Source: an optimization exercise on an open RTL-to-GDS flow (aim: small area and a short achievable clock period). Production flows keep margins and buffers that such runs may drop.
In this exercise RTL edits were held to simulation tests only and were not proved equivalent to the original.
Power and IR drop assume default switching activity.

Setup of P:
## harvos_mpu_pair
module harvos_mpu_pair (
  input  wire        clk,
  input  wire        rst_n,
  input  wire        smpuctl_lock,
  input  wire        mpu_prog_en,
  input  wire [2:0]  mpu_prog_idx,
  input  wire [31:0] mpu_prog_base,
  input  wire [31:0] mpu_prog_limit,
  input  wire [2:0]  mpu_prog_perm,       
  input  wire        mpu_prog_user_ok,
  input  wire        mpu_prog_is_ispace,
  input  wire [1:0]  cur_priv,
  input  wire [31:0] if_paddr,
  output wire        if_allow,
  output wire        if_is_ispace,
  input  wire [31:0] d_paddr,
  input  wire        d_is_store,
  output wire        d_allow,
  output wire        d_is_ispace
);
export LEC_CHECK = 0
export ABC_AREA = 1
export CAP_MARGIN = 20
export CORE_MARGIN = 2
export CORE_UTILIZATION = 40
export CTS_BUF_LIST = sky130_fd_sc_hd__clkbuf_8
export CTS_CLUSTER_DIAMETER = 50
export CTS_CLUSTER_SIZE = 24
export PLACE_DENSITY = 0.6
export SETUP_SLACK_MARGIN = 2.0
export SLEW_MARGIN = 20
create_clock -name core_clock -period 7.0 [get_ports {clk}]
standard.sh (not shown) runs the stock make flow with config.mk's settings and CLKGATE_MAP_FILE= SYNTH_SCRIPT=/design/flow/synth_recipe.tcl, a recipe that flattens the netlist after the stock synthesis.
==> flow/flow/run.sh <==
#!/bin/bash
# Own layout flow: the standard layout, with the port buffers that
# global placement inserts made plain buf_2 cells (the resizer may upsize
# them later) instead of the delay-cell buffers ORFS picks by default.
set -euo pipefail
bash standard.sh synth > synth.log 2>&1
bash standard.sh finish "BUFFER_PORTS_ARGS=-buffer_cell sky130_fd_sc_hd__buf_2" > layout.log 2>&1
### P -> Q
Settings: CORE_UTILIZATION changed from 40 to 60; PLACE_DENSITY changed from 0.6 to 0.75; CTS_CLUSTER_SIZE changed from 24 to 20; SETUP_SLACK_MARGIN changed from 2.0 to 2.5; CTS_BUF_LIST changed from sky130_fd_sc_hd__clkbuf_8 to sky130_fd_sc_hd__clkbuf_4 sky130_fd_sc_hd__clkbuf_8.
==> flow/run.sh (new file) <==
#!/bin/bash
# synth_recipe.tcl (not shown) runs the flow's synth.tcl, then flattens the netlist and writes it again
# the make line also repeats each setting of config.mk as NAME=value (left out here)
make -C /OpenROAD-flow-scripts/flow DESIGN_CONFIG=/design/flow/config.mk WORK_HOME=/design/flow/orfs CLKGATE_MAP_FILE= SYNTH_SCRIPT=/design/flow/synth_recipe.tcl finish
removed: flow/flow/run.sh
removed: flow/standard.sh
[summary]
- P -> Q: total of clock buffers placed in the layout decreased by a little under 10%
- | number of antenna violations at the first check in global routing | Q vs P | 7 lower |
- Setup WNS P -> Q: better
- What Q reported for count of instances resized after the clock tree is built has to be multiplied by 0.18 to get the figure for P.
- In the flow results for Q and P, the post-CTS setup-driven buffer insertion count is smaller on P.
- Summary of Q over P: routed wire length on met3 picked up an extra about 60%, synthesized area neither gained nor lost much.

========
The RTL this note starts from:
==> flow/design.v <==
module mpu #(
  parameter integer NREG = 8
) (
  input  wire                    clk,
  input  wire                    rst_n,
  input  wire                    lock_in,
  input  wire                    prog_en,
  input  wire [$clog2(NREG)-1:0] prog_idx,
  input  wire [31:0]             prog_base,
  input  wire [31:0]             prog_limit,     
  input  wire [2:0]              prog_perm,      
  input  wire                    prog_user_ok,
  input  wire                    prog_is_ispace,
  input  wire [1:0]              cur_priv,       
  input  wire [31:0]             if_addr,
  output wire                    if_allow,
  output wire                    if_is_ispace,
  input  wire [31:0]             d_addr,
  input  wire                    d_is_store,
  output wire                    d_allow,
  output wire                    d_is_ispace
);
  function automatic ge32(input [31:0] a, input [31:0] b);
    reg [31:0] gt, pp;
    integer w, k;
    begin
      gt = a & ~b;
      pp = a | ~b;
      gt[0] = pp[0];
      for (w = 1; w < 32; w = w * 2)
        for (k = 0; k < 32; k = k + 2 * w) begin
          gt[k] = gt[k + w] | (pp[k + w] & gt[k]);
          pp[k] = pp[k + w] & pp[k];
        end
      ge32 = gt[0];
    end
  endfunction
  reg            lock_q;
  reg [NREG-1:0] valid;
  reg [31:0]     base  [NREG];
  reg [31:0]     limit [NREG];
  reg [NREG-1:0] perm_r, perm_w, perm_x, user_ok, is_ispace;
  wire wr = prog_en && !lock_q;
  always @(posedge clk or negedge rst_n) begin
    if (!rst_n) lock_q <= 1'b0; else lock_q <= lock_q | lock_in;
  end
  always @(posedge clk or negedge rst_n) begin
    if (!rst_n) valid <= '0;
    else if (wr) valid[prog_idx] <= 1'b1;
  end
  always @(posedge clk) begin
    if (wr) begin
      base[prog_idx]      <= prog_base;
      limit[prog_idx]     <= prog_limit;
      perm_r[prog_idx]    <= prog_perm[0];
      perm_w[prog_idx]    <= prog_perm[1];
      perm_x[prog_idx]    <= prog_perm[2];
      user_ok[prog_idx]   <= prog_user_ok;
      is_ispace[prog_idx] <= prog_is_ispace;
    end
  end
  wire sup = |cur_priv;
  reg [NREG-1:0] if_hit, d_hit;
  reg [NREG-1:0] if_ok, d_ok;
  integer i;
  always @* begin
    for (i = 0; i < NREG; i = i + 1) begin
      if_hit[i] = valid[i] && ge32(if_addr, base[i]) && ge32(limit[i], if_addr);
      d_hit[i]  = valid[i] && ge32(d_addr, base[i]) && ge32(limit[i], d_addr);
      if_ok[i]  = perm_x[i] && (sup || user_ok[i]);
      d_ok[i]   = (d_is_store ? perm_w[i] : perm_r[i]) && (sup || user_ok[i]);
    end
  end
  function automatic [1:0] pick8(input [7:0] hit, input [7:0] v);
    reg x;
    reg [7:0] above;
    integer k;
    begin
      above[7] = 1'b0;
      for (k = 6; k >= 0; k = k - 1) above[k] = above[k+1] | hit[k+1];
      x = 1'b0;
      for (k = 0; k < 8; k = k + 1) x = x | (hit[k] & v[k] & ~above[k]);
      pick8 = {|hit, x};
    end
  endfunction
  wire [1:0] if_a = pick8(if_hit, if_ok);
  wire [1:0] if_s = pick8(if_hit, is_ispace);
  wire [1:0] d_a  = pick8(d_hit, d_ok);
  wire [1:0] d_s  = pick8(d_hit, is_ispace);
  assign if_allow     = if_a[0];
  assign if_is_ispace = if_s[0];
  assign d_allow      = d_a[0];
  assign d_is_ispace  = d_s[0];
endmodule
module harvos_mpu_pair (
  input  wire        clk,
  input  wire        rst_n,
  input  wire        smpuctl_lock,
  input  wire        mpu_prog_en,
  input  wire [2:0]  mpu_prog_idx,
  input  wire [31:0] mpu_prog_base,
  input  wire [31:0] mpu_prog_limit,
  input  wire [2:0]  mpu_prog_perm,       
  input  wire        mpu_prog_user_ok,
  input  wire        mpu_prog_is_ispace,
  input  wire [1:0]  cur_priv,
  input  wire [31:0] if_paddr,
  output wire        if_allow,
  output wire        if_is_ispace,
  input  wire [31:0] d_paddr,
  input  wire        d_is_store,
  output wire        d_allow,
  output wire        d_is_ispace
);
  mpu #(.NREG(8)) u_mpu (
    .clk            (clk),
    .rst_n          (rst_n),
    .lock_in        (smpuctl_lock),
    .prog_en        (mpu_prog_en),
    .prog_idx       (mpu_prog_idx),
    .prog_base      (mpu_prog_base),
    .prog_limit     (mpu_prog_limit),
    .prog_perm      (mpu_prog_perm),
    .prog_user_ok   (mpu_prog_user_ok),
    .prog_is_ispace (mpu_prog_is_ispace),
    .cur_priv       (cur_priv),
    .if_addr        (if_paddr),
    .if_allow       (if_allow),
    .if_is_ispace   (if_is_ispace),
    .d_addr         (d_paddr),
    .d_is_store     (d_is_store),
    .d_allow        (d_allow),
    .d_is_ispace    (d_is_ispace)
  );
endmodule
clock: 7.0 ns
lec_check: 0
abc_area: 1
cap_margin: 20
core_margin: 2
core_utilization: 60
cts_buf_list: sky130_fd_sc_hd__clkbuf_4 sky130_fd_sc_hd__clkbuf_8
cts_cluster_diameter: 50
cts_cluster_size: 20
place_density: 0.75
setup_slack_margin: 2.0
slew_margin: 20
==> flow/flow/run.sh <==
#!/bin/bash
# Own layout flow: the standard layout, with the port buffers that
# global placement inserts made plain buf_2 cells (the resizer may upsize
# them later) instead of the delay-cell buffers ORFS picks by default.
set -euo pipefail
bash standard.sh synth > synth.log 2>&1
bash standard.sh finish "BUFFER_PORTS_ARGS=-buffer_cell sky130_fd_sc_hd__buf_2" > layout.log 2>&1
The starting point completed without violations.
Edit:
CORE_UTILIZATION = 40   (was 60)
PLACE_DENSITY = 0.6   (was 0.75)
SETUP_SLACK_MARGIN = 2.3   (was 2.0)
What happened: Register-to-register slack is better by 0.11 ns; design area came out higher by roughly a tenth; die area came out higher by well over a third; wire length came out higher by roughly a tenth; first-iteration DRC count came out lower by about a fifth.

========
RTL: the design.v shown in full above, as it stands there.
export LEC_CHECK = 0
export ABC_AREA = 1
export CAP_MARGIN = 20
export CORE_MARGIN = 2
export CORE_UTILIZATION = 70
export CTS_BUF_LIST = sky130_fd_sc_hd__clkbuf_4 sky130_fd_sc_hd__clkbuf_8
export CTS_CLUSTER_DIAMETER = 50
export CTS_CLUSTER_SIZE = 20
export PLACE_DENSITY = 0.85
export SETUP_SLACK_MARGIN = 2.0
export SLEW_MARGIN = 20
create_clock -name core_clock -period 7.0 [get_ports {clk}]
Scripts as last shown in full above: flow/flow/run.sh
==> next run, changes <==
==> flow/flow/run.sh (replaced) <==
#!/bin/bash
# Own layout flow: the standard synthesis and layout, with
#  - the port buffers that global placement inserts made plain buf_2 cells
#    (the resizer may upsize them later) instead of ORFS's default pick, a
#    delay cell;
#  - power recovery after global routing (RECOVER_POWER), which downsizes
#    gates on paths with slack to spare.
set -euo pipefail
bash standard.sh synth > synth.log 2>&1
bash standard.sh finish "BUFFER_PORTS_ARGS=-buffer_cell sky130_fd_sc_hd__buf_2" RECOVER_POWER=100 > layout.log 2>&1
- CORE_UTILIZATION: 70 -> 40
- PLACE_DENSITY: 0.85 -> 0.6
Effect:
- The changed run finished but fails on max-capacitance violations, max-slew violations
- sequential share of layout area drops by 1.4 points
- global-route usage falls by 18 points
- clock power is higher by a quarter to a third
- worst hold slack degrades by 0.028 ns
- count of clock-buffer cells in the layout rises by 31
- area after synthesis does not change
- register-to-register slack degrades by 1.7 ns
==> next run, changes <==
==> flow/flow/run.sh (replaced) <==
#!/bin/bash
# Own layout flow: the standard synthesis and layout, with
#  - the port buffers that global placement inserts made plain buf_2 cells
#    (the resizer may upsize them later) instead of ORFS's default pick, a
#    delay cell;
#  - the resizer free to swap a cell for any equivalent cell, not only one
#    with the same footprint (MATCH_CELL_FOOTPRINT=0).
set -euo pipefail
bash standard.sh synth > synth.log 2>&1
bash standard.sh finish "BUFFER_PORTS_ARGS=-buffer_cell sky130_fd_sc_hd__buf_2" MATCH_CELL_FOOTPRINT=0 > layout.log 2>&1
Result:
- This time the run finished clean
- worst hold slack stays flat
- cell count hardly moves
- worst setup slack gets better by 0.84 ns
- final area rises slightly
- sequential power barely changes
- first-iteration DRC count went up slightly
==> next run, changes <==
==> flow/flow/run.sh (replaced) <==
#!/bin/bash
# Own layout flow: the standard layout, with the port buffers that
# global placement inserts made plain buf_2 cells (the resizer may upsize
# them later) instead of the delay-cell buffers ORFS picks by default.
set -euo pipefail
bash standard.sh synth > synth.log 2>&1
bash standard.sh finish "BUFFER_PORTS_ARGS=-buffer_cell sky130_fd_sc_hd__buf_2" > layout.log 2>&1
- CORE_UTILIZATION: 40 -> 50
- PLACE_DENSITY: 0.6 -> 0.7
- SETUP_SLACK_MARGIN: 2.0 -> 1.8
What happened: Clock-buffer cell count fell by 10. Global-route usage rose by 4.7 points. Cell count fell by 4.2%. Via count shrinks by 0.61%. Wire length went down by 6.7%. Worst setup slack got worse by 0.19 ns. Total power is lower by 5.6%.

========
== run A ==
Starts from the design.v that is shown in full above.
export LEC_CHECK = 0
export ABC_AREA = 1
export CAP_MARGIN = 20
export CORE_MARGIN = 2
export CORE_UTILIZATION = 50
export CTS_BUF_LIST = sky130_fd_sc_hd__clkbuf_4 sky130_fd_sc_hd__clkbuf_8
export CTS_CLUSTER_DIAMETER = 50
export CTS_CLUSTER_SIZE = 20
export PLACE_DENSITY = 0.7
export SETUP_SLACK_MARGIN = 2.0
export SLEW_MARGIN = 20
create_clock -name core_clock -period 7.0 [get_ports {clk}]
==> flow/flow/run.sh <==
#!/bin/bash
# Own layout flow: the standard layout, with the port buffers that
# global placement inserts made plain buf_2 cells (the resizer may upsize
# them later) instead of the delay-cell buffers ORFS picks by default.
set -euo pipefail
bash standard.sh synth > synth.log 2>&1
bash standard.sh finish "BUFFER_PORTS_ARGS=-buffer_cell sky130_fd_sc_hd__buf_2" > layout.log 2>&1
Run A went all the way through the flow, and no timing, DRC or antenna check failed.
Input-level comparison between run B and run A:
# run A
export LEC_CHECK = 0
export ABC_AREA = 1
export CAP_MARGIN = 20
export CORE_MARGIN = 2
export CORE_UTILIZATION = 50
export CTS_BUF_LIST = sky130_fd_sc_hd__clkbuf_4 sky130_fd_sc_hd__clkbuf_8
export CTS_CLUSTER_DIAMETER = 50
export CTS_CLUSTER_SIZE = 20
export PLACE_DENSITY = 0.7
export SETUP_SLACK_MARGIN = 2.0
export SLEW_MARGIN = 20
create_clock -name core_clock -period 7.0 [get_ports {clk}]
# run B
export LEC_CHECK = 0
export ABC_AREA = 1
export CAP_MARGIN = 20
export CORE_MARGIN = 2
export CORE_UTILIZATION = 65
export CTS_BUF_LIST = sky130_fd_sc_hd__clkbuf_4 sky130_fd_sc_hd__clkbuf_8
export CTS_CLUSTER_DIAMETER = 50
export CTS_CLUSTER_SIZE = 20
export PLACE_DENSITY = 0.8
export SETUP_SLACK_MARGIN = 2.0
export SLEW_MARGIN = 20
create_clock -name core_clock -period 7.0 [get_ports {clk}]
Findings:
- Run B reached the final stage; the timing, design-rule and antenna checks on its layout passed.
- Diff run A -> run B: final count of negative-setup-slack endpoints did not really move; proportion of power drawn by combinational gates rose 0.7 points; non-clock buffer count saw a decrease; instance area after placement -0.94%.
## Diff of input files: run C against run B
# run B
export LEC_CHECK = 0
export ABC_AREA = 1
export CAP_MARGIN = 20
export CORE_MARGIN = 2
export CORE_UTILIZATION = 65
export CTS_BUF_LIST = sky130_fd_sc_hd__clkbuf_4 sky130_fd_sc_hd__clkbuf_8
export CTS_CLUSTER_DIAMETER = 50
export CTS_CLUSTER_SIZE = 20
export PLACE_DENSITY = 0.8
export SETUP_SLACK_MARGIN = 2.0
export SLEW_MARGIN = 20
create_clock -name core_clock -period 7.0 [get_ports {clk}]
# run C
export LEC_CHECK = 0
export ABC_AREA = 1
export CAP_MARGIN = 20
export CORE_MARGIN = 2
export CORE_UTILIZATION = 40
export CTS_BUF_LIST = sky130_fd_sc_hd__clkbuf_4 sky130_fd_sc_hd__clkbuf_8
export CTS_CLUSTER_DIAMETER = 50
export CTS_CLUSTER_SIZE = 20
export PLACE_DENSITY = 0.6
export SETUP_SLACK_MARGIN = 2.0
export SLEW_MARGIN = 20
create_clock -name core_clock -period 7.0 [get_ports {clk}]
[summary]
Run C completed; timing, DRC and antenna clean. Sort run C and run B by post-CTS repair timing setup buffer count, ascending, and run B comes first. Diff run B -> run C: routability-driven placement congestion ratio dropped about 8%; combinational power barely changed; relative max-transition margin climbed 4.5 points.

========
harvos_mpu_pair with an RTL version that a note above also has.
Size: ~4,900 cells after synthesis, roughly 560 flip-flops, about 150 I/O pins.
clock: 7.0 ns
lec_check: 0
abc_area: 1
cap_margin: 20
core_margin: 2
core_utilization: 40
place_density: 0.6
setup_slack_margin: 2.5
slew_margin: 20
run.sh (not shown) runs the stock make flow with config.mk's settings and CLKGATE_MAP_FILE= SYNTH_SCRIPT=/design/flow/synth_recipe.tcl, a recipe that flattens the netlist after the stock synthesis.
Stock flow here: none of the scripts above is used.
Next try:
==> flow/flow/run.sh (new file) <==
#!/bin/bash
# Own layout flow: the standard layout, with the port buffers that
# global placement inserts made plain buf_2 cells (the resizer may upsize
# them later) instead of the delay-cell buffers ORFS picks by default.
set -euo pipefail
bash standard.sh synth > synth.log 2>&1
bash standard.sh finish "BUFFER_PORTS_ARGS=-buffer_cell sky130_fd_sc_hd__buf_2" > layout.log 2>&1
==> flow/standard.sh (new file) <==
#!/bin/bash
# synth_recipe.tcl (not shown) runs the flow's synth.tcl, then flattens the netlist and writes it again
# the make line also repeats each setting of config.mk as NAME=value (left out here)
make -C /OpenROAD-flow-scripts/flow DESIGN_CONFIG=/design/flow/config.mk WORK_HOME=/design/flow/orfs CLKGATE_MAP_FILE= SYNTH_SCRIPT=/design/flow/synth_recipe.tcl "${@:-finish}"
CTS_BUF_LIST = sky130_fd_sc_hd__clkbuf_4 sky130_fd_sc_hd__clkbuf_8   (was default)
CTS_CLUSTER_DIAMETER = 50   (was default)
CTS_CLUSTER_SIZE = 20   (was default)
removed: flow/run.sh
Effect:
- setup slack got worse by 0.024 ns
- total power went down by 9.6%
- area after synthesis stays the same
- sequential power is about the same
- cell count went down by about 2.6%
- cell area went down by 7.4%
- routed wire length went down by 4.5%
- register-to-register slack improved by 0.08 ns
Next try:
==> flow/flow/run.sh (replaced) <==
#!/bin/bash
# Own layout flow: the standard synthesis and layout, with
#  - the port buffers that global placement inserts made plain buf_2 cells
#    (the resizer may upsize them later) instead of ORFS's default pick, a
#    delay cell;
#  - the delay cells and low-power clock inverters kept out of placement,
#    resizing and timing repair, so the resizer uses ordinary buffers and
#    inverters.
set -euo pipefail
bash standard.sh synth > synth.log 2>&1
DU=$(make -s -C "$FLOW_HOME" DESIGN_CONFIG="$PWD/config.mk" WORK_HOME="$PWD/orfs" print-DONT_USE_CELLS | sed 's/^DONT_USE_CELLS: *//')
for c in clkdlybuf4s15_1 clkdlybuf4s15_2 clkdlybuf4s18_1 clkdlybuf4s18_2 clkdlybuf4s25_1 \
         clkdlybuf4s25_2 clkdlybuf4s50_1 clkdlybuf4s50_2 clkinvlp_2 clkinvlp_4 dlygate4sd1_1 \
         dlygate4sd2_1 dlygate4sd3_1 dlymetal6s2s_1 dlymetal6s4s_1 dlymetal6s6s_1; do
  DU="$DU sky130_fd_sc_hd__$c"
done
echo "DONT_USE_CELLS=$DU" > dont_use.log
bash standard.sh finish "BUFFER_PORTS_ARGS=-buffer_cell sky130_fd_sc_hd__buf_2" "DONT_USE_CELLS=$DU" > layout.log 2>&1
The new run completed with no timing, DRC or antenna violations.
Global-route usage rises by 0.27 points.
Final cell count rises by 1.4%.
Critical path depth falls by 2.
Next try:
==> flow/run.sh (new file) <==
#!/bin/bash
# synth_recipe.tcl (not shown) runs the flow's synth.tcl, then flattens the netlist and writes it again
# the make line also repeats each setting of config.mk as NAME=value (left out here)
make -C /OpenROAD-flow-scripts/flow DESIGN_CONFIG=/design/flow/config.mk WORK_HOME=/design/flow/orfs CLKGATE_MAP_FILE= SYNTH_SCRIPT=/design/flow/synth_recipe.tcl finish
CTS_BUF_LIST = sky130_fd_sc_hd__clkbuf_2 sky130_fd_sc_hd__clkbuf_4 sky130_fd_sc_hd__clkbuf_8   (was sky130_fd_sc_hd__clkbuf_4 sky130_fd_sc_hd__clkbuf_8)
CTS_CLUSTER_DIAMETER = 60   (was 50)
CTS_CLUSTER_SIZE = 30   (was 20)
removed: flow/flow/run.sh
removed: flow/standard.sh
What happened:
- The changed run completed with no timing, DRC or antenna violations
- design area rose slightly
- synthesized cell count stays the same
- routed wire length came out higher by a few percent
- first-iteration DRC count came out higher by a few percent
Next try:
==> flow/flow/run.sh (new file) <==
#!/bin/bash
# Own layout flow: the standard layout, with the port buffers that
# global placement inserts made plain buf_2 cells (the resizer may upsize
# them later) instead of the delay-cell buffers ORFS picks by default.
set -euo pipefail
bash standard.sh synth > synth.log 2>&1
bash standard.sh finish "BUFFER_PORTS_ARGS=-buffer_cell sky130_fd_sc_hd__buf_2" > layout.log 2>&1
==> flow/standard.sh (new file) <==
#!/bin/bash
# synth_recipe.tcl (not shown) runs the flow's synth.tcl, then flattens the netlist and writes it again
# the make line also repeats each setting of config.mk as NAME=value (left out here)
make -C /OpenROAD-flow-scripts/flow DESIGN_CONFIG=/design/flow/config.mk WORK_HOME=/design/flow/orfs CLKGATE_MAP_FILE= SYNTH_SCRIPT=/design/flow/synth_recipe.tcl "${@:-finish}"
CTS_BUF_LIST = sky130_fd_sc_hd__clkbuf_4 sky130_fd_sc_hd__clkbuf_8   (was sky130_fd_sc_hd__clkbuf_2 sky130_fd_sc_hd__clkbuf_4 sky130_fd_sc_hd__clkbuf_8)
CTS_CLUSTER_DIAMETER = 50   (was 60)
CTS_CLUSTER_SIZE = 20   (was 30)
SETUP_SLACK_MARGIN = 2.0   (was 2.5)
removed: flow/run.sh
After rerunning: Global-route usage drops by 1.8 points; fmax drops by 2.5%; worst setup slack is worse by 0.12 ns; clock power climbs by about 16%; synthesized cell count stays the same; die area is unchanged; via count drops by 4.8%.
Next try:
==> flow/run.sh (new file) <==
#!/bin/bash
# synth_recipe.tcl (not shown) runs the flow's synth.tcl, then flattens the netlist and writes it again
# the make line also repeats each setting of config.mk as NAME=value (left out here)
make -C /OpenROAD-flow-scripts/flow DESIGN_CONFIG=/design/flow/config.mk WORK_HOME=/design/flow/orfs CLKGATE_MAP_FILE= SYNTH_SCRIPT=/design/flow/synth_recipe.tcl finish
CTS_BUF_LIST = default   (was sky130_fd_sc_hd__clkbuf_4 sky130_fd_sc_hd__clkbuf_8)
CTS_CLUSTER_DIAMETER = default   (was 50)
CTS_CLUSTER_SIZE = default   (was 20)
SETUP_SLACK_MARGIN = 1.5   (was 2.0)
removed: flow/flow/run.sh
removed: flow/standard.sh
Non-clock buffer count rose by 64.
Clock power goes up by 14%.
Critical path depth rises by 1.

re-timing with driven ports:
Ports are ideal in the flow. The routed layouts listed here were re-timed in OpenROAD.
Step 1 assumes that a clkbuf_16 drives the clock port and a buf_2 every other input.
Step 2 also shifts input and output timing later by t, the mid clock arrival at the registers, as if the neighbouring blocks saw the same clock.
Three values: ideal ports, drivers, drivers and shift; two values: the first two.
| run | shift t [ns] | setup slack, ns | clock arrival spread, ns | worst data-port slew with drivers (ns) |
|---|---|---|---|---|
| P | 0.801 | 2.023 / 1.946 / 1.946 | 0.056 / 0.055 | 0.16 |
| Q | 0.782 | 2.208 / 2.172 / 1.922 | 0.056 / 0.056 | 0.09 |
| the first run of note 2 | 0.742 | 2.023 / 1.948 / 1.948 | 0.043 / 0.043 | 0.18 |
| the second run of note 2 | 0.804 | 2.074 / 2.021 / 2.021 | 0.053 / 0.054 | 0.18 |
| the first run of note 3 | 0.793 | 2.014 / 1.956 / 1.956 | 0.050 / 0.050 | 0.16 |
| the second run of note 3 | 0.758 | 1.197 / 1.237 / 0.479 | 0.066 / 0.067 | 0.18 |
| the third run of note 3 | 0.760 | 2.038 / 1.947 / 1.947 | 0.059 / 0.059 | 0.17 |
| the fourth run of note 3 | 0.754 | 1.845 / 1.822 / 1.822 | 0.044 / 0.045 | 0.10 |
| run A | 0.752 | 2.044 / 1.900 / 1.900 | 0.038 / 0.038 | 0.15 |
| run B | 0.774 | 1.992 / 1.879 / 1.879 | 0.066 / 0.066 | 0.14 |
| run C | 0.760 | 2.060 / 1.938 / 1.938 | 0.064 / 0.064 | 0.18 |
| the first run of note 5 | 0.684 | 2.141 / 2.089 / 2.089 | 0.039 / 0.040 | 0.13 |
| the second run of note 5 | 0.793 | 2.117 / 2.036 / 2.036 | 0.066 / 0.067 | 0.14 |
| the third run of note 5 | 0.808 | 2.298 / 2.205 / 2.205 | 0.084 / 0.084 | 0.17 |
| the fourth run of note 5 | 0.837 | 2.148 / 2.117 / 2.117 | 0.047 / 0.047 | 0.15 |
| the fifth run of note 5 | 0.801 | 2.024 / 1.947 / 1.947 | 0.053 / 0.052 | 0.16 |
| the sixth run of note 5 | 0.708 | 1.573 / 1.552 / 1.552 | 0.015 / 0.015 | 0.15 |
For the second run of note 3, which loses most, drivers alone change the setup slack by +0.040 ns; drivers and shift together by -0.718 ns.
